Context: an optimization exercise on an open-source flow, tuned for small area and a short achievable clock period. The choices shown serve that exercise and are no tape-out recipe.
At most, simulation tests tie the RTL to the original design; equivalence was not proved.
Only the layout flow was run in run 4; the RTL was not checked for function there.
Power figures rest on the tool's default switching activity, not on a simulated workload.

## flow/flow/run.sh

```bash
#!/bin/bash
# Standard ORFS layout (the standard.sh, so the standard synthesis,
# floorplan, power grid and tap cells are unchanged), with extra make
# variables from flow/knobs.txt, one VAR=value per line:
#  - REMOVE_ABC_BUFFERS=1: drop the buffers ABC inserts (resizer rebuffers),
#  - BUFFER_PORTS_ARGS: small port buffers,
#  - SETUP_SLACK_MARGIN / TNS_END_PERCENT: timing repair asked to reach a
#    setup slack margin, which pushes the achieved period down (the SDC and
#    the clock period are unchanged),
#  - CTS_ARGS: clock tree with large clusters and no dummy loads.
# make's output goes to make_finish.log; ORFS keeps each step's log under
# orfs/logs.
set -euo pipefail
args=()
while IFS= read -r line; do
  [[ -z "$line" || "$line" == \#* ]] && continue
  args+=("$line")
done < flow/knobs.txt
bash standard.sh "${args[@]}" finish > make_finish.log 2>&1
```

## flow/config.mk

```make
export PLATFORM = sky130hd
export DESIGN_NAME = cinema_system
export DESIGN_NICKNAME = cinema_system
export VERILOG_FILES = /design/flow/design.v
export SDC_FILE = /design/flow/constraint.sdc
export NUM_CORES = 4
export LEC_CHECK = 0
export CAP_MARGIN = 20
export CORE_MARGIN = 2
export CORE_UTILIZATION = 70
export SLEW_MARGIN = 20
export SYNTH_HIERARCHICAL = 1
```

## flow/constraint.sdc

```tcl
create_clock -name core_clock -period 32.0 [get_ports {clk}]
set_input_delay 6.4000 -clock core_clock [delete_from_list [all_inputs] [get_ports {clk}]]
set_output_delay 6.4000 -clock core_clock [all_outputs]
set_load 0.01 [all_outputs]
```

## flow/standard.sh

```bash
#!/bin/bash
# synth_recipe.tcl (not shown) runs the flow's synth.tcl, then flattens the netlist and writes it again
# the make line also repeats each setting of config.mk as NAME=value (left out here)
make -C /OpenROAD-flow-scripts/flow DESIGN_CONFIG=/design/flow/config.mk WORK_HOME=/design/flow/orfs CLKGATE_MAP_FILE= SYNTH_SCRIPT=/design/flow/synth_recipe.tcl "${@:-finish}"
```

## flow/flow/knobs.txt

```
REMOVE_ABC_BUFFERS=1
BUFFER_PORTS_ARGS=-buffer_cell sky130_fd_sc_hd__buf_1
SETUP_SLACK_MARGIN=23
TNS_END_PERCENT=0
CTS_ARGS=-sink_clustering_enable -repair_clock_nets -sink_clustering_size 24 -sink_clustering_max_diameter 80 -buf_list sky130_fd_sc_hd__clkbuf_16 -dont_use_dummy_load
```

## flow/design.v

```verilog
module hold_reg #(parameter W = 8) (
    input clk,
    input wr,
    input keep,
    input [W-1:0] n,
    output reg [W-1:0] q,
    output [W-1:0] d
);
    assign d = ({W{wr}} & n) | ({W{keep}} & q);
    always @(posedge clk) q <= d;
endmodule
module rev_adder (
    input [15:0] a,
    input [9:0] d,
    input s,
    output [15:0] y
);
    wire [16:0] sum = {a, 1'b1} + {{6{s}}, d, s};
    assign y = sum[16:1];
endmodule
module cnt_adder (
    input [6:0] c,
    input add,
    input sub,
    output [6:0] booked,
    output [6:0] avail
);
    wire [6:0] t, u;
    assign t[0] = add | sub;
    assign u[0] = ~add & ~sub;
    genvar i;
    generate for (i = 1; i < 7; i = i + 1) begin : g
        assign t[i] = (add & (&c[i-1:0])) | (sub & ~(|c[i-1:0]));
        if (i == 1) begin : g1
            assign u[i] = (~add & ~sub & ~c[0]) | sub;
        end else begin : g2
            assign u[i] = (~add & ~sub & ~(|c[i-1:0])) | (sub & ~(|c[i-1:1]));
        end
    end endgenerate
    assign booked = c ^ t;
    assign avail = ~c ^ u ^ 7'b1000000;
endmodule
module aoi3 (
    input a0, s0, a1, s1, a2, s2,
    output y
);
    assign y = ~((a0 & s0) | (a1 & s1) | (a2 & s2));
endmodule
module cinema_system(
    input clk,
    input reset,
    input [1:0] theater_id,     
    input [3:0] row,
    input [3:0] col,
    input book_seat,
    input cancel_seat,
    input [1:0] seat_category,  
    input [1:0] time_slot,      
    input [2:0] day_type,       
    output [7:0] seat_status_out,
    output [7:0] total_booked,
    output [7:0] total_available,
    output [15:0] revenue,
    output [15:0] total_revenue
);
    reg        valid;
    reg [1:0]  p_theater;
    reg [6:0]  p_cnt;
    reg [15:0] p_rev;
    reg [9:0]  p_delta;    
    reg        p_add, p_sub;
    reg [15:0] trev;
    reg [7:0]  status_q;
    reg        p_wr;
    reg [4:0]  p_row;
    reg [9:0] price;
    always @(*) begin
        case ({seat_category == 2'd2 ? 2'd2 : seat_category == 2'd1 ? 2'd1 : 2'd0,
               time_slot == 2'd0 ? 2'd0 : time_slot == 2'd2 ? 2'd2 : 2'd1,
               day_type == 3'd1 ? 2'd1 : day_type == 3'd2 ? 2'd2 : 2'd0})
            6'b00_00_00: price = 10'd120;
            6'b00_00_01: price = 10'd144;
            6'b00_00_10: price = 10'd180;
            6'b00_01_00: price = 10'd150;
            6'b00_01_01: price = 10'd180;
            6'b00_01_10: price = 10'd225;
            6'b00_10_00: price = 10'd180;
            6'b00_10_01: price = 10'd216;
            6'b00_10_10: price = 10'd270;
            6'b01_00_00: price = 10'd160;
            6'b01_00_01: price = 10'd192;
            6'b01_00_10: price = 10'd240;
            6'b01_01_00: price = 10'd200;
            6'b01_01_01: price = 10'd240;
            6'b01_01_10: price = 10'd300;
            6'b01_10_00: price = 10'd240;
            6'b01_10_01: price = 10'd288;
            6'b01_10_10: price = 10'd360;
            6'b10_00_00: price = 10'd240;
            6'b10_00_01: price = 10'd288;
            6'b10_00_10: price = 10'd360;
            6'b10_01_00: price = 10'd300;
            6'b10_01_01: price = 10'd360;
            6'b10_01_10: price = 10'd450;
            6'b10_10_00: price = 10'd360;
            6'b10_10_01: price = 10'd432;
            6'b10_10_10: price = 10'd540;
            default:     price = 10'bx;
        endcase
    end
    wire        row_ok = ~row[3];
    wire        col_ok = ~col[3];
    wire [4:0]  row_idx = {theater_id, row[2:0]};
    wire [31:0] row_wr = {31'd0, p_wr} << p_row;
    wire [31:0] row_keep = ~row_wr & {32{valid}};
    wire [255:0] seat_q;
    genvar g;
    generate for (g = 0; g < 32; g = g + 1) begin : seat_rows
        wire [7:0] unused_d;
        hold_reg #(8) u (.clk(clk), .wr(row_wr[g]), .keep(row_keep[g]), .n(status_q),
                         .q(seat_q[g*8 +: 8]), .d(unused_d));
    end endgenerate
    wire [3:0]  th_dec = 4'd1 << theater_id;
    wire [7:0]  rw_dec = 8'd1 << row[2:0];
    wire [31:0] row_rd;
    generate for (g = 0; g < 32; g = g + 1) begin : rd
        assign row_rd[g] = th_dec[g / 8] & rw_dec[g % 8] & row_keep[g];
    end endgenerate
    wire        fwd = p_wr & (p_row == row_idx);
    wire [32:0] rd_sel = {fwd, row_rd};
    wire [7:0]  row_old;
    genvar b;
    generate for (b = 0; b < 8; b = b + 1) begin : rdb
        wire [32:0] v;
        wire [10:0] n;
        for (g = 0; g < 32; g = g + 1) begin : vv
            assign v[g] = seat_q[g*8 + b];
        end
        assign v[32] = status_q[b];
        for (g = 0; g < 11; g = g + 1) begin : t
            aoi3 u (.a0(v[3*g]), .s0(rd_sel[3*g]), .a1(v[3*g+1]), .s1(rd_sel[3*g+1]),
                    .a2(v[3*g+2]), .s2(rd_sel[3*g+2]), .y(n[g]));
        end
        assign row_old[b] = ~&n;
    end endgenerate
    wire [7:0] col_sel = (8'd1 << col[2:0]) & {8{row_ok & col_ok}};
    wire       old_bit = |(row_old & col_sel);
    wire       new_bit = ~cancel_seat & (old_bit | book_seat);
    wire [7:0] row_new = (row_old & ~col_sel) | (col_sel & {8{new_bit}});
    wire       op_add = |col_sel & ~old_bit & book_seat & ~cancel_seat;
    wire       op_sub = |col_sel & old_bit & cancel_seat;
    wire [15:0] rev_now, trev_now;
    wire [6:0]  cnt_now, avail_now;
    rev_adder u_rev (.a(p_rev), .d(p_delta), .s(p_sub), .y(rev_now));
    rev_adder u_trev (.a(trev), .d(p_delta), .s(p_sub), .y(trev_now));
    cnt_adder u_cnt (.c(p_cnt), .add(p_add), .sub(p_sub), .booked(cnt_now), .avail(avail_now));
    assign seat_status_out = status_q;
    assign total_booked    = {1'b0, cnt_now};
    assign total_available = {1'b0, avail_now};
    assign revenue         = rev_now;
    assign total_revenue   = trev_now;
    wire [3:0]  th_wr = 4'd1 << p_theater;
    wire [3:0]  th_keep = ~th_wr & {4{valid}};
    wire [22:0] th_d [0:3];
    generate for (g = 0; g < 4; g = g + 1) begin : theaters
        wire [22:0] q;
        hold_reg #(23) u (.clk(clk), .wr(th_wr[g]), .keep(th_keep[g]), .n({cnt_now, rev_now}),
                          .q(q), .d(th_d[g]));
    end endgenerate
    wire [22:0] th_sel = th_d[theater_id];
    always @(posedge clk) begin
        p_theater <= theater_id;
        p_row <= row_idx;
    end
    always @(posedge clk or posedge reset) begin
        if (reset) begin
            valid <= 1'b0;
            trev <= 16'd0;
            p_cnt <= 7'd0;
            p_rev <= 16'd0;
            p_delta <= 10'd0;
            p_add <= 1'b0;
            p_sub <= 1'b0;
            status_q <= 8'd0;
            p_wr <= 1'b0;
        end else begin
            valid <= 1'b1;
            trev <= trev_now;
            {p_cnt, p_rev} <= th_sel;
            p_delta <= op_sub ? ~price : op_add ? price : 10'd0;
            p_add <= op_add;
            p_sub <= op_sub;
            status_q <= row_ok ? row_new : 8'd0;
            p_wr <= row_ok;
        end
    end
endmodule
```

==> results of run 1 <==
path summary, 6_finish.rpt:
kind / cells past startpoint / slack (ns) / endpoint / startpoint
max reg2reg: 11 / 27.49 / status_q[7] / p_row[1]
max: 9 / 22.75 / revenue[11] / p_sub
min in group asynchronous: 3 / 6.07 / valid / reset
max in group asynchronous: 3 / 25.32 / p_sub / reset
min reg2reg: 1 / 0.47 / theaters[3].u.q[11] / theaters[3].u.q[11]
min: 1 / 0.47 / theaters[3].u.q[11] / theaters[3].u.q[11]
power groups by stage:
stage	clock (mW)	combinational, mW	sequential, mW
floorplan	0	0.0527	0.541
global placement	0	0.0781	0.541
detailed placement	0	0.0791	0.542
CTS	0.277	0.0807	0.530
global route	0.296	0.0892	0.531
finish	0.277	0.0822	0.530
cell families (layout without fill, tap and decap cells):
logic type,after synthesis,after routing,share of synthesized area (%)
xor gates and xnor gates,50,50,2.49
buffers and inverters,137,128,5.58
AOI/OAI and AO/OA,578,578,27.6
adders and majority gates,36,36,2.63
DFF,414,414,48.9
muxes,30,30,3.34
other,2,3,0.0427
and+or+nand+nor,308,308,9.42
layout by cell type, fill, tap and decap left out, types with 27 or more instances in the layout:
cell,netlist,final
nor2b_1,47,47
nor3_1,45,32
a222oi_1,88,88
nand3_1,29,27
nand2_1,36,36
a21oi_1,39,37
a22o_1,342,342
dfrtp_1,61,58
nor2_1,70,70
ha_1,33,32
o21ai_0,34,33
dfxtp_1,353,353
buf_1,2,65
cells in the mapped netlist, types with 11 or more instances:
| library cell | instances | area, um^2 |
|---|---|---|
| buf_6 | 50 | 563 |
| clkbuf_1 | 23 | 86.3 |
| dfrtp_1 | 61 | 1530 |
| xnor2_1 | 26 | 228 |
| nand3_1 | 29 | 145 |
| nand2_1 | 36 | 135 |
| o21ai_0 | 34 | 170 |
| nor2b_1 | 47 | 294 |
| ha_1 | 33 | 413 |
| nand4_1 | 20 | 125 |
| dfxtp_1 | 353 | 7070 |
| buf_4 | 12 | 90.1 |
| buf_2 | 37 | 185 |
| a22o_1 | 342 | 3000 |
| nor3_1 | 45 | 225 |
| and2_1 | 11 | 68.8 |
| xor2_1 | 24 | 210 |
| mux4_2 | 23 | 518 |
| a222oi_1 | 88 | 881 |
| nor2_1 | 70 | 263 |
| a21oi_1 | 39 | 195 |
| inv_1 | 13 | 48.8 |
final cells by class:
type	count	area, um^2	share of cell area, %
inverters	13	48.8	0.268
multi-input cells	1005	8160	44.8
flip-flops and latches	414	8600	47.2
well taps	330	413	2.27
clock buffers	21	526	2.88
repair buffers	94	477	2.62
Yosys stat by module, one instance, submodules excluded, excerpt:
module,flops+latches,area [um^2]
cnt_adder,0,300
aoi3,0,10.0
cinema_system,66,4230
rev_adder,0,724
state kept, by name, indices dropped and copies added (netlist names):
name and cells:
p_add 1, p_cnt 7, p_delta 10, p_rev 16, p_row 4, p_sub 1
p_theater 1, p_wr 1, seat_rows.u.q 256, status_q 8, theaters.u.q 92, trev 16
valid 1
worst max-delay path: stages (launching register included):
cell	delay (ns)
dfrtp_2	0.43
buf_6	0.17
fa_2	0.37
nand3_2	0.11
a21oi_1	0.09
o41a_1	0.43
nor4b_2	0.24
nor3_1	0.09
xor2_1	0.21
buf_2	0.17
per-stage QoR:
step	worst slack (ns)	std cells	utilization [%]	cell area [um^2]
2_1_floorplan	23.22	1432	-	16700
3_3_place_gp	21.81	1847	70.1	17400
3_5_place_dp	21.73	1847	70.1	17400
4_1_cts	22.75	1875	72.8	18100
5_1_grt	22.65	1877	73.2	18200
6_report	22.75	1877	73.2	18200
routing by layer:
metal  wire [um]  track usage [%]  share of wire [%]
met5          13                0              0.027
met4        1760             13.6                3.7
met3        4640             5.65                9.7
met2       22000             56.1                 46
met1       19300             47.8                 40
timing repair:
item,4_1_cts,5_1_grt
pin swaps,7,1
gates resized for setup,22,22
setup buffers,7,2
endpoints found under the setup margin,44,41
==> run_results.csv, run 1 <==
group,metric,value,unit
synth,yosys.cell_types.count,68,
clock_tree,ctsHoldBuffers,0,
global_routing,gr-usage-all-layers,34.9,%
floorplan,fp.dieW,163,um
detailed_routing,first_pass_iters,14,
floorplan,die-area,26400,um^2
detailed_routing,routed_wl,47800,um
timing,rsz0062_at_grt,"yes",
timing,fmax,108,MHz
floorplan,core_region_area,24900,um^2
cells_and_area,fin_nets,1605,
critical_path,cp_max_fo,15,
critical_path,cp-start-kind,"flip-flop",
cells_and_area,drive_above_1_share,8.34,%
global_routing,grt_pass1_vias,12900,
timing,clock_skew,0.0436,ns
placement,gp_congestion,1.01,
pwr,clock_power_share,31.1,%
pwr,p_switching,0.220,mW
status,status,"no timing/DRC/antenna violations",
detailed_routing,postRouteAntennaNets,0,
pwr,total_power,0.889,mW
timing,tns,0,ns
detailed_routing,dr_total_vias,13700,
synth,syn_area_per_cell,11.3,um^2
synth,synth_edf_count,0,
synth,syn_area,17600,um^2
timing,hold_violations,0,
timing,setup_violations,0,
cells_and_area,area_delta_synth_final,3.61,%
flow_run,maxCapViolCount,0,
global_routing,antenna_found_initial,1,
timing,min_period,9.25,ns
clock_tree,numClockSinks,414,
clock_tree,clock_path_buffers,3,
worst_hold_path,holdCritPathClass,"flip-flop to flip-flop",
critical_path,arrival,2.85,ns
global_routing,grt_max_degree,62,
timing,slew_headroom,27.7,%
critical_path,crit_type,"flip-flop to output pin",
clock_tree,cts_made_buffers,21,
clock_tree,root_buffer,"clkbuf_16",
detailed_routing,drc,0,
clock_tree,cts.reportedPaths.clkPinSlew,0.09,ns
cells_and_area,antennaDiodeCount,0,
pwr,p_comb_share,9.2,%
timing,slew_violations,0,
synth,synthFlopType,"dfxtp_1",
pwr,intPower,0.669,mW
pwr,swShare,24.8,%
clock_tree,cts_tree,"done",
pwr,p_per_area,48.8,nW/um^2
floorplan,rows,58,
detailed_routing,wl_per_cell,25.4,um
synth,synthCells,1555,
pwr,power_frac_seq,59.6,%
detailed_routing,viasPerCell,7.30,
floorplan,num_io_pins,77,
synth,ys_seq_elements,414,
synth,async_flop_share,14.7,%
floorplan,die_y,163,um
timing,worst_pin_slew,1.08,ns
timing,period_share,28.9,%
global_routing,grt_pass1_wl,72900,um
placement,place_hpwl,31000,um
detailed_routing,detail_route.iter0.violations,2115,
synth,ys.warnings.count,9,
floorplan,initial_core_util,70.7,%
clock_tree,clk_latency,0.55,ns
pwr,leakage,7.19,nW
synth,yosysSeqAreaShare,48.9,%
critical_path,end_kind,"output pin",
placement,port_buffers,74,
timing,worst_hold_slack,0.471,ns
clock_tree,htreeDepth,1,
global_routing,grt-ovfl-total,0,
cells_and_area,fillers,1782,
pwr,ir_drop,0.0465,mV
critical_path,cp.required,25.60,ns
==> run 2: changes to the inputs <==
==> flow/flow/knobs.txt (replaced) <==
REMOVE_ABC_BUFFERS=1
BUFFER_PORTS_ARGS=-buffer_cell sky130_fd_sc_hd__buf_1
SETUP_SLACK_MARGIN=22.9
TNS_END_PERCENT=0
CTS_ARGS=-sink_clustering_enable -repair_clock_nets -sink_clustering_size 24 -sink_clustering_max_diameter 80 -buf_list sky130_fd_sc_hd__clkbuf_16 -dont_use_dummy_load
==> run_results.csv, run 2 <==
group,metric,value,unit
clock_tree,clk_latency,0.55,ns
global_routing,grt-ovfl-total,0,
critical_path,cpMaxStageDelayCell,"dfrtp_2",
critical_path,cp-start-kind,"flip-flop",
clock_tree,htreeDepth,1,
timing,period_share,28.9,%
synth,yosys-top-cells-count,"dfxtp_1, a22o_1, a222oi_1, nor2_1, dfrtp_1",
cells_and_area,drive_above_1_share,8.34,%
timing,worst_pin_slew,1.08,ns
floorplan,die_y,163,um
cells_and_area,largest_reg_flops,256,
cells_and_area,final_cell_mix,"dfxtp_1, a22o_1, a222oi_1, nor2_1, buf_1",
detailed_routing,postRouteAntennaNets,0,
floorplan,initial_core_util,70.7,%
critical_path,end_kind,"output pin",
synth,synth.most_common_cell,"dfxtp_1",
detailed_routing,first_pass_iters,14,
floorplan,rows,58,
timing,hold_violations,0,
cells_and_area,final_common_cell,"dfxtp_1",
global_routing,antenna_found_initial,1,
cells_and_area,fin_nets,1605,
cells_and_area,post-route-cell-area,18200,um^2
detailed_routing,dr_total_vias,13700,
timing,slew_headroom,27.7,%
synth,synth_edf_count,0,
clock_tree,cts_made_buffers,21,
cells_and_area,reg_top3,"seat_rows.u.q: 256 flops, theaters.u.q: 92 flops",
global_routing,grt_pass1_vias,12900,
placement,gp_congestion,1.01,
critical_path,crit_path_start,"p_sub",
critical_path,cp_max_fo,15,
timing,tns,0,ns
pwr,p_per_area,48.8,nW/um^2
global_routing,grt_max_degree,62,
cells_and_area,fin_util,73.2,%
cells_and_area,seqCellArea,8600,um^2
synth,ys.warnings.count,9,
clock_tree,clock_path_buffers,3,
detailed_routing,detail_route.iter0.violations,2115,
worst_hold_path,holdCritStartpoint,"theaters[3].u.q[11]",
detailed_routing,viasPerCell,7.30,
pwr,leakage,7.19,nW
placement,port_buffers,74,
critical_path,cp.required,25.60,ns
critical_path,rr_startpoint,"p_row[1]",
timing,min_period,9.25,ns
worst_hold_path,holdCritPathClass,"flip-flop to flip-flop",
clock_tree,numClockSinks,414,
synth,synthFlopType,"dfxtp_1",
flow_run,maxCapViolCount,0,
detailed_routing,wl_per_cell,25.4,um
synth,syn_area_per_cell,11.3,um^2
clock_tree,cts_tree,"done",
floorplan,num_io_pins,77,
cells_and_area,fillers,1782,
synth,ys_seq_elements,414,
floorplan,core_region_area,24900,um^2
critical_path,crit_type,"flip-flop to output pin",
critical_path,max_stage_delay,0.43,ns
synth,synthCells,1555,
detailed_routing,drc,0,
floorplan,die-area,26400,um^2
status,status,"no timing/DRC/antenna violations",
timing,rsz0062_at_grt,"yes",
placement,place_hpwl,31000,um
clock_tree,cts.reportedPaths.clkPinSlew,0.09,ns
cells_and_area,top_register,"seat_rows.u.q",
global_routing,gr-usage-all-layers,34.9,%
pwr,ir_drop,0.0465,mV
critical_path,path_cells,"buf_6 -> fa_2 -> nand3_2 -> a21oi_1 -> o41a_1 -> nor4b_2 -> nor3_1 -> xor2_1 -> buf_2",
timing,slew_violations,0,
synth,yosysSeqAreaShare,48.9,%
synth,synth_top_cell_by_area,"dfxtp_1",
synth,yosys.cell_types.count,68,
cells_and_area,antennaDiodeCount,0,
cells_and_area,area_delta_synth_final,3.61,%
synth,syn_area,17600,um^2
clock_tree,root_buffer,"clkbuf_16",
detailed_routing,routed_wl,47800,um
synth,synth_top_area_share,40.2,%
cells_and_area,multi_input_area,8160,um^2
synth,async_flop_share,14.7,%
timing,fmax,108,MHz
synth,synth_area_leaders,"dfxtp_1, a22o_1, dfrtp_1",
timing,setup_violations,0,
placement,post_dp_cell_area,17400,um^2
floorplan,fp.dieW,163,um
global_routing,grt_pass1_wl,72900,um
timing,clock_skew,0.0436,ns
critical_path,arrival,2.85,ns
==> run 2: what timing repair did <==
action                     CTS  global route
hold buffers                 0             0
gates resized for setup     22            22
buffers inserted             7             2
hold endpoints to repair     0             0
setup endpoints to repair   39            39
gates cloned                 0             0
pin swaps                    7             1
==> run 2: worst max-delay path, delay by kind of cell (launching register included) <==
| kind | cells | cell delay, ns |
|---|---|---|
| flops | 1 | 0.43 |
| fa+ha+maj | 1 | 0.37 |
| compound gates | 2 | 0.52 |
| buf+inv | 2 | 0.34 |
| xor+xnor | 1 | 0.21 |
| simple gates | 3 | 0.44 |
==> run 2: Yosys stat by module, one instance, submodules excluded, excerpt <==
module         flops+latches  cell area (um^2)  cells
rev_adder                  0               724     96
cinema_system             66              4230    459
aoi3                       0              10.0      1
cnt_adder                  0               300     40
==> run 2: final timing paths <==
| check | end | slack [ns] | depth (start not counted) |
|---|---|---|---|
| setup / recovery | revenue[11] | 22.75 | 9 |
| hold / removal | theaters[3].u.q[11] | 0.47 | 1 |
| setup reg to reg | status_q[7] | 27.49 | 11 |
| hold reg to reg | theaters[3].u.q[11] | 0.47 | 1 |
| max in group asynchronous | p_sub | 25.32 | 3 |
| min in group asynchronous | valid | 6.07 | 3 |
==> run 2: area by class of cell <==
type                       instances  area share [%]
sequential                       414            47.2
multi-input combinational       1005            44.8
clock buffer                      21            2.88
timing repair buffer              94            2.62
tap                              330            2.27
inverter                          13           0.268
==> run 2: power by group <==
group	leakage [nW]	internal [mW]	total (mW)	switching, mW
combinational	3.26	0.0261	0.0822	0.0561
sequential	3.67	0.525	0.530	0.00495
clock	0.259	0.118	0.277	0.159
==> run 2: metal layers <==
metal	track usage, %	vias to the layer above	share of wire (%)
met5	0	-	0.027
met4	13.6	2	3.7
met3	5.65	127	9.7
met2	56.1	812	46
met1	47.8	6681	40
li1	-	6089	-
==> run 2: metrics by stage <==
step                      total power, mW  worst slack (ns)  instances  hold slack [ns]
after floorplan                     0.593             23.22       1432            0.433
after global placement              0.619             21.81       1847            0.443
after detailed placement            0.621             21.73       1847            0.448
after CTS                           0.888             22.75       1875            0.468
after global routing                0.916             22.65       1877            0.486
final                               0.889             22.75       1877            0.471
==> run 2: kinds of logic (layout without fill, tap and decap cells) <==
| kind of cell | after synthesis | in the layout | synth area share [%] |
|---|---|---|---|
| compound gates | 578 | 578 | 27.6 |
| xor+xnor | 50 | 50 | 2.49 |
| fa+ha+maj | 36 | 36 | 2.63 |
| buf+inv | 137 | 128 | 5.58 |
| flops | 414 | 414 | 48.9 |
| mux | 30 | 30 | 3.34 |
| other cells | 2 | 3 | 0.0427 |
| simple gates | 308 | 308 | 9.42 |
==> run 3: changes to the inputs <==
==> flow/flow/knobs.txt (replaced) <==
REMOVE_ABC_BUFFERS=1
BUFFER_PORTS_ARGS=-buffer_cell sky130_fd_sc_hd__buf_1
SETUP_SLACK_MARGIN=23
TNS_END_PERCENT=5
CTS_ARGS=-sink_clustering_enable -repair_clock_nets -sink_clustering_size 28 -sink_clustering_max_diameter 90 -buf_list sky130_fd_sc_hd__clkbuf_16 -dont_use_dummy_load
==> run_results.csv, run 3 <==
group,metric,value,unit
clock_tree,numClockSinks,414,
cells_and_area,area_delta_synth_final,4.28,%
clock_tree,ctsHoldBuffers,0,
worst_hold_path,whs_path_depth,1,
synth,synthFlopType,"dfxtp_1",
pwr,p_switching,0.217,mW
timing,slew_headroom,27.3,%
floorplan,fp.dieW,163,um
cells_and_area,fin_nets,1610,
pwr,intPower,0.654,mW
timing,period_share,28.8,%
synth,synthMuxAreaShare,3.34,%
detailed_routing,drc,0,
synth,yosys.cell_types.count,68,
critical_path,rrSetupSlack,27.50,ns
global_routing,grt_max_degree,62,
placement,gp_congestion,1.01,
critical_path,cp.required,25.60,ns
synth,synth_edf_count,0,
synth,synth_compound_area_share,27.6,%
synth,yosysSeqAreaShare,48.9,%
cells_and_area,fillers,1775,
global_routing,antenna_found_initial,1,
floorplan,num_io_pins,77,
synth,syn_area_per_cell,11.3,um^2
global_routing,grt_pass1_vias,12800,
critical_path,arrival,2.82,ns
synth,yosys-top-cells-count,"dfxtp_1, a22o_1, a222oi_1, nor2_1, dfrtp_1",
clock_tree,clk_latency,0.55,ns
cells_and_area,reg_top3,"seat_rows.u.q: 256 flops, theaters.u.q: 92 flops",
global_routing,grt-ovfl-total,0,
synth,async_flop_share,14.7,%
clock_tree,cts.reportedPaths.clkPinSlew,0.10,ns
timing,clock_skew,0.0597,ns
timing,slew_violations,0,
detailed_routing,wl_per_cell,25.6,um
pwr,swShare,24.9,%
placement,port_buffers,74,
flow_run,maxCapViolCount,0,
floorplan,rows,58,
clock_tree,htreeDepth,1,
synth,synth_top_area_share,40.2,%
detailed_routing,first_pass_iters,15,
timing,setup_violations,0,
detailed_routing,postRouteAntennaNets,0,
timing,rsz0062_at_grt,"yes",
clock_tree,clock_path_buffers,3,
cells_and_area,final_cell_mix,"dfxtp_1, a22o_1, a222oi_1, nor2_1, buf_1",
cells_and_area,drive_above_1_share,9.73,%
synth,synth_top_family_by_area,"compound AO/OA/AOI/OAI gates",
global_routing,grt_pass1_wl,72500,um
floorplan,die-area,26400,um^2
placement,place_hpwl,31000,um
synth,synthCells,1555,
timing,fmax,109,MHz
timing,min_period,9.22,ns
pwr,ir_drop,0.0477,mV
critical_path,crit_type,"flip-flop to output pin",
floorplan,die_y,163,um
placement,placed_cells,1847,
clock_tree,root_buffer,"clkbuf_16",
synth,syn_area,17600,um^2
timing,worst_pin_slew,1.09,ns
cells_and_area,final_cells,1882,
critical_path,end_kind,"output pin",
detailed_routing,routed_wl,48200,um
synth,synthSimpleGateAreaFrac,9.42,%
floorplan,core_region_area,24900,um^2
worst_hold_path,holdCritStartpoint,"theaters[1].u.q[0]",
clock_tree,cts_tree,"done",
critical_path,r2r_end,"status_q[0]",
detailed_routing,dr_total_vias,13800,
global_routing,gr-usage-all-layers,34.6,%
synth,synth_adder_area_share,2.63,%
synth,synthXorXnorAreaFrac,2.49,%
floorplan,initial_core_util,70.7,%
synth,ys.warnings.count,9,
timing,hold_violations,0,
synth,synth_area_leaders,"dfxtp_1, a22o_1, dfrtp_1",
pwr,power_frac_seq,60.9,%
synth,ys_seq_elements,414,
critical_path,cp_max_fo,5,
detailed_routing,viasPerCell,7.35,
pwr,clock_power_share,29.5,%
critical_path,rr_startpoint,"p_row[1]",
pwr,p_per_area,47.5,nW/um^2
critical_path,cp-start-kind,"flip-flop",
pwr,p_comb_share,9.6,%
clock_tree,cts_made_buffers,18,
cells_and_area,top_register,"seat_rows.u.q",
cells_and_area,final_common_cell,"dfxtp_1",
detailed_routing,detail_route.iter0.violations,2158,
synth,synth_top_cell_by_area,"dfxtp_1",
status,status,"no timing/DRC/antenna violations",
worst_hold_path,hold_end,"theaters[1].u.q[0]",
pwr,leakage,7.22,nW
critical_path,reg2reg_depth,11,
cells_and_area,antennaDiodeCount,0,
cells_and_area,largest_reg_flops,256,
synth,synth.most_common_cell,"dfxtp_1",
worst_hold_path,holdCritPathClass,"flip-flop to flip-flop",
timing,tns,0,ns
[run 3: cell counts after synthesis]
Identical to the previous run, type by type.
[run 3: worst max-delay path: stages (launching register included)]
cell      delay, ns
dfrtp_1        0.42
ha_1           0.32
a211oi_1       0.31
o211ai_1       0.21
and2_1         0.21
a21o_1         0.18
a21oi_1        0.23
xnor2_2        0.20
clkbuf_2       0.20
[run 3: metrics by stage]
stage | power (mW) | setup slack (ns) | instance area, um^2 | utilization, % | hold slack [ns]
global route | 0.896 | 22.69 | 18300 | 73.7 | 0.489
floorplan | 0.593 | 23.22 | 16700 | - | 0.433
finish | 0.871 | 22.78 | 18300 | 73.7 | 0.474
CTS | 0.869 | 22.76 | 18100 | 72.7 | 0.471
global placement | 0.619 | 21.81 | 17400 | 70.1 | 0.443
detailed placement | 0.621 | 21.73 | 17400 | 70.1 | 0.448
[run 3: repair_timing]
item | 4_1_cts | 5_1_grt
pin swaps | 7 | 22
cloned | 0 | 2
buffers inserted | 9 | 6
endpoints found under the setup margin | 43 | 43
gates resized for setup | 27 | 39
[run 3: per-layer routing]
layer	GRT usage, %	routed length, um	vias to the layer above	part of all wire, %
met5	0	12	-	0.025
met4	13.2	1920	2	4.0
met3	4.81	4270	146	8.9
met2	55.9	22300	832	46
met1	47.8	19600	6734	41
li1	-	-	6111	-
[run 3: logic make-up after synthesis]
logic type	Yosys count
other	2
and+or+nand+nor	308
buffers and inverters	137
xor gates and xnor gates	50
adders and majority gates	36
DFF	414
muxes	30
AOI/OAI and AO/OA	578
[run 3: worst max-delay path by stage]
stage / startpoint / to / slack, ns
floorplan: theater_id[0] / p_delta[1] / 23.22
global placement: theater_id[1] / status_q[6] / 21.81
detailed placement: theater_id[1] / status_q[6] / 21.73
CTS: p_sub / total_revenue[11] / 22.76
global route: p_sub / total_revenue[15] / 22.69
finish: p_rev[0] / revenue[8] / 22.78
[run 3: cell type report]
type / instances / area, um^2 / area share [%]
inverter: 13 / 48.8 / 0.266
sequential: 414 / 8600 / 46.9
tap: 330 / 413 / 2.25
timing repair buffer: 101 / 571 / 3.11
multi-input combinational: 1006 / 8260 / 45.0
clock buffer: 18 / 450 / 2.46
[run 3: modules after synthesis (local to each module, per instance), excerpt]
module	flops+latches	copies in the design
aoi3	0	88
cinema_system	66	1
rev_adder	0	2
cnt_adder	0	1
[run 3: power groups by stage]
stage / clock (mW) / sequential [mW] / combinational, mW
final: 0.257 / 0.530 / 0.0838
after detailed placement: 0 / 0.542 / 0.0791
after global placement: 0 / 0.541 / 0.0781
after CTS: 0.258 / 0.530 / 0.0808
after global routing: 0.275 / 0.531 / 0.0906
after floorplan: 0 / 0.541 / 0.0527
==> run 4: changes to the inputs <==
--- a/flow/design.v
+++ b/flow/design.v
@@ -45,6 +45,27 @@
     output y
 );
     assign y = ~((a0 & s0) | (a1 & s1) | (a2 & s2));
+endmodule
+module nand11 (
+    input [10:0] n,
+    output y
+);
+    assign y = ~&n;
+endmodule
+module col_pick (
+    input [7:0] r,
+    input [7:0] sel,
+    output y
+);
+    assign y = |(r & sel);
+endmodule
+module sel2 #(parameter W = 1) (
+    input s,
+    input [W-1:0] a,
+    input [W-1:0] b,
+    output [W-1:0] y
+);
+    assign y = s ? a : b;
 endmodule
 module cinema_system(
     input clk,
@@ -141,14 +162,22 @@
             aoi3 u (.a0(v[3*g]), .s0(rd_sel[3*g]), .a1(v[3*g+1]), .s1(rd_sel[3*g+1]),
                     .a2(v[3*g+2]), .s2(rd_sel[3*g+2]), .y(n[g]));
         end
-        assign row_old[b] = ~&n;
-    end endgenerate
-    wire [7:0] col_sel = (8'd1 << col[2:0]) & {8{row_ok & col_ok}};
-    wire       old_bit = |(row_old & col_sel);
-    wire       new_bit = ~cancel_seat & (old_bit | book_seat);
-    wire [7:0] row_new = (row_old & ~col_sel) | (col_sel & {8{new_bit}});
-    wire       op_add = |col_sel & ~old_bit & book_seat & ~cancel_seat;
-    wire       op_sub = |col_sel & old_bit & cancel_seat;
+        nand11 u_or (.n(n), .y(row_old[b]));
+    end endgenerate
+    wire       in_rng = row_ok & col_ok;
+    wire [7:0] col_sel = (8'd1 << col[2:0]) & {8{in_rng}};
+    wire       old_bit;
+    col_pick u_col (.r(row_old), .sel(col_sel), .y(old_bit));
+    wire [7:0] row_new = (row_old & ~col_sel) |
+                         (col_sel & {8{~cancel_seat}} & (row_old | {8{book_seat}}));
+    wire       bk = in_rng & book_seat & ~cancel_seat;
+    wire       cn = in_rng & cancel_seat;
+    wire [9:0] d_free = {10{bk}} & price;
+    wire [9:0] d_booked = {10{cn}} & ~price;
+    wire       op_add, op_sub;
+    wire [9:0] op_delta;
+    sel2 #(12) u_op (.s(old_bit), .a({d_booked, 1'b0, cn}), .b({d_free, bk, 1'b0}),
+                     .y({op_delta, op_add, op_sub}));
     wire [15:0] rev_now, trev_now;
     wire [6:0]  cnt_now, avail_now;
     rev_adder u_rev (.a(p_rev), .d(p_delta), .s(p_sub), .y(rev_now));
@@ -187,7 +216,7 @@
             valid <= 1'b1;
             trev <= trev_now;
             {p_cnt, p_rev} <= th_sel;
-            p_delta <= op_sub ? ~price : op_add ? price : 10'd0;
+            p_delta <= op_delta;
             p_add <= op_add;
             p_sub <= op_sub;
             status_q <= row_ok ? row_new : 8'd0;
==> flow/flow/knobs.txt (replaced) <==
REMOVE_ABC_BUFFERS=1
BUFFER_PORTS_ARGS=-buffer_cell sky130_fd_sc_hd__buf_1
SETUP_SLACK_MARGIN=23
TNS_END_PERCENT=5
CTS_ARGS=-sink_clustering_enable -repair_clock_nets -sink_clustering_size 24 -sink_clustering_max_diameter 80 -buf_list sky130_fd_sc_hd__clkbuf_16 -dont_use_dummy_load
--- a/flow/config.mk
+++ b/flow/config.mk
@@ -7,6 +7,6 @@
 export LEC_CHECK = 0
 export CAP_MARGIN = 20
 export CORE_MARGIN = 2
-export CORE_UTILIZATION = 70
+export CORE_UTILIZATION = 65
 export SLEW_MARGIN = 20
 export SYNTH_HIERARCHICAL = 1
==> run_results.csv, run 4 <==
group,metric,value,unit
cells_and_area,final_cell_mix,"dfxtp_1, a22o_1, a222oi_1, nor2_1, buf_1",
cells_and_area,area_delta_synth_final,4.71,%
floorplan,initial_core_util,66.1,%
detailed_routing,drc,0,
worst_hold_path,holdCritPathClass,"flip-flop to flip-flop",
synth,async_flop_share,14.7,%
synth,synthCells,1569,
clock_tree,cts_tree,"done",
critical_path,r2r_end,"p_delta[8]",
critical_path,crit_type,"primary input to flip-flop",
clock_tree,numClockSinks,414,
critical_path,cp.required,32.39,ns
cells_and_area,largest_reg_flops,256,
status,status,"no timing/DRC/antenna violations",
synth,synth_top_cell_by_area,"dfxtp_1",
clock_tree,cts.reportedPaths.clkPinSlew,0.09,ns
flow_run,maxCapViolCount,0,
placement,gp_congestion,1.05,
timing,rsz0062_at_grt,"yes",
critical_path,cp-endpoint,"p_delta[8]",
timing,fmax,108,MHz
global_routing,antenna_found_initial,1,
clock_tree,clk_latency,0.55,ns
critical_path,end_kind,"flip-flop",
timing,worst_pin_slew,1.11,ns
placement,port_buffers,74,
critical_path,crit_path_start,"theater_id[1]",
synth,synth_edf_count,0,
global_routing,grt-ovfl-total,0,
detailed_routing,detail_route.iter0.violations,1805,
pwr,p_switching,0.295,mW
placement,place_hpwl,31900,um
synth,synth_area_leaders,"dfxtp_1, a22o_1, dfrtp_1",
cells_and_area,final_cells,1907,
detailed_routing,routed_wl,48900,um
global_routing,grt_pass1_vias,12900,
pwr,clock_power_share,26.3,%
detailed_routing,dr_total_vias,13700,
floorplan,die_y,169,um
pwr,p_comb_share,20.1,%
pwr,leakage,7.22,nW
global_routing,grt_max_degree,62,
timing,clock_skew,0.0517,ns
cells_and_area,top_register,"seat_rows.u.q",
cells_and_area,drive_above_1_share,10.9,%
pwr,swShare,28.2,%
placement,placed_cells,1868,
timing,tns,0,ns
pwr,power_frac_seq,53.7,%
pwr,ir_drop,0.0377,mV
floorplan,core_region_area,26900,um^2
floorplan,die-area,28700,um^2
floorplan,rows,60,
pwr,intPower,0.753,mW
timing,min_period,9.25,ns
clock_tree,root_buffer,"clkbuf_16",
global_routing,grt_pass1_wl,75400,um
timing,slew_headroom,26.2,%
synth,syn_area,17800,um^2
critical_path,rrSetupSlack,27.87,ns
clock_tree,clock_path_buffers,3,
cells_and_area,fin_nets,1622,
cells_and_area,fillers,2041,
floorplan,num_io_pins,77,
detailed_routing,postRouteAntennaNets,0,
detailed_routing,viasPerCell,7.21,
detailed_routing,first_pass_iters,12,
cells_and_area,post-route-cell-area,18600,um^2
synth,ys_seq_elements,414,
critical_path,cp-start-kind,"primary input",
timing,period_share,28.9,%
synth,yosysSeqAreaShare,48.4,%
synth,yosys-top-cells-count,"dfxtp_1, a22o_1, a222oi_1, nor2_1, dfrtp_1",
synth,synth_top_area_share,39.8,%
cells_and_area,reg_top3,"seat_rows.u.q: 256 flops, theaters.u.q: 92 flops",
critical_path,reg2reg_depth,11,
detailed_routing,wl_per_cell,25.6,um
critical_path,arrival,9.64,ns
synth,syn_area_per_cell,11.3,um^2
critical_path,rr_startpoint,"p_wr",
synth,synth.most_common_cell,"dfxtp_1",
pwr,total_power,1.05,mW
clock_tree,htreeDepth,1,
timing,setup_violations,0,
global_routing,gr-usage-all-layers,33.3,%
clock_tree,cts_made_buffers,21,
timing,hold_violations,0,
pwr,p_per_area,56.3,nW/um^2
synth,ys.warnings.count,9,
cells_and_area,final_common_cell,"dfxtp_1",
synth,synthFlopType,"dfxtp_1",
synth,yosys.cell_types.count,70,
critical_path,cp_max_fo,29,
floorplan,fp.dieW,169,um
placement,post_dp_cell_area,17600,um^2
timing,slew_violations,0,
-- run 4: cells by family (layout without fill, tap and decap cells) --
group	count (synthesis)	after routing	share of synthesized area, %
other	2	6	0.0423
adder cells (fa/ha/maj)	35	35	2.54
AO/OA/AOI/OAI	579	579	27.5
AND/OR/NAND/NOR	306	306	9.31
buffers and inverters	146	139	5.78
flip-flops	414	414	48.4
multiplexers	37	37	4.00
XOR/XNOR	50	50	2.47
-- run 4: worst max-delay path, stage by stage --
cell      delay (ns)
clkbuf_2        0.07
buf_4           0.40
or3b_2          0.42
nor3_1          0.21
a222oi_1        0.51
nand4_1         0.27
or3_1           0.44
a22oi_1         0.24
nand4_1         0.11
buf_4           0.23
mux2_4          0.31
-- run 4: power groups by stage --
stage               sequential (mW)  clock, mW  combinational [mW]
finish                        0.562      0.275               0.210
global route                  0.565      0.296               0.230
CTS                           0.562      0.280               0.209
detailed placement            0.573          0               0.190
global placement              0.572          0               0.186
floorplan                     0.569          0               0.136
-- run 4: modules after synthesis (local to each module, per instance), excerpt --
| module | copies in the design | flip-flops and latches | area [um^2] | cells |
|---|---|---|---|---|
| cnt_adder | 1 | 0 | 300 | 40 |
| nand11 | 8 | 0 | 23.8 | 4 |
| aoi3 | 88 | 0 | 10.0 | 1 |
| cinema_system | 1 | 66 | 4000 | 423 |
| col_pick | 1 | 0 | 36.3 | 5 |
| rev_adder | 2 | 0 | 724 | 96 |
-- run 4: final cells by class --
class | instances | area [um^2] | area share (%)
flip-flops and latches | 414 | 8600 | 46.2
multi-input cells | 1012 | 8470 | 45.5
clock buffers | 21 | 526 | 2.83
repair buffers | 102 | 519 | 2.79
well taps | 341 | 427 | 2.29
inverters | 16 | 60.1 | 0.323
diodes | 1 | 2.50 | 0.0135
-- run 4: how the worst min path moves through the flow --
stage / startpoint / end / slack [ns] / depth (start not counted)
3_5_place_dp: theaters[0].u.q[0] / theaters[0].u.q[0] / 0.45 / 1
4_1_cts: theaters[0].u.q[0] / theaters[0].u.q[0] / 0.47 / 1
5_1_grt: theaters[2].u.q[19] / theaters[2].u.q[19] / 0.48 / 1
3_3_place_gp: theaters[0].u.q[0] / theaters[0].u.q[0] / 0.44 / 1
2_1_floorplan: theaters[2].u.q[0] / theaters[2].u.q[0] / 0.43 / 1
6_report: theaters[0].u.q[0] / theaters[0].u.q[0] / 0.47 / 1
-- run 4: per-layer routing --
layer	share of wire [%]	GRT usage, %	vias to the layer above
li1	-	-	6154
met1	41	45.7	6681
met2	46	53.0	763
met3	8.6	4.15	144
met4	4.3	15.2	0
met5	0	0	-
-- run 4: through the flow --
stage	util [%]	hold WS, ns	worst slack, ns
final	69.2	0.469	22.75
after global routing	69.2	0.480	22.72
after CTS	68.8	0.467	22.85
after detailed placement	65.5	0.447	21.55
after global placement	65.5	0.444	21.57
after floorplan	-	0.433	23.02
-- run 4: repair_timing --
action,CTS,global route
setup buffers,16,1
resized for setup,45,18
endpoints found under the setup margin,43,36
hold buffers,0,0
pin swaps,12,0

[afterwards: timing with drivers on the ports]
The results above use ideal ports. As a check the final layouts listed here were re-extracted and re-timed, cells and wires unchanged.
Step 1 (the two cells are an assumption about what drives the block):
set clk [get_ports {clk}]
set_driving_cell -lib_cell sky130_fd_sc_hd__clkbuf_16 $clk
set_driving_cell -lib_cell sky130_fd_sc_hd__buf_2 [delete_from_list [all_inputs] $clk]
Step 2 adds t to the input delays and takes it off the output delays; t is the mean of the earliest and latest rising clock arrival at the registers after step 1. Input paths then give back, and output paths get back, about the clock's delay inside the block.
Slacks: ideal / step 1 / step 2; pairs: ideal / step 1.
run | shift t [ns] | slack for setup (ns) | worst hold slack (ns) | clock arrival spread, ns
run 1 | 0.585 | 22.753 / 22.700 / 22.232 | 0.471 / 0.471 / 0.471 | 0.045 / 0.045
run 2 | 0.585 | 22.753 / 22.700 / 22.232 | 0.471 / 0.471 / 0.471 | 0.045 / 0.045
run 3 | 0.566 | 22.784 / 22.737 / 22.241 | 0.474 / 0.474 / 0.474 | 0.060 / 0.060
run 4 | 0.573 | 22.746 / 22.772 / 22.199 | 0.469 / 0.469 / 0.469 | 0.053 / 0.053
After both steps every run listed still meets setup and hold. The setup slack of run 4, which loses most, moves by +0.026 ns with the drivers and by -0.547 ns with both steps.
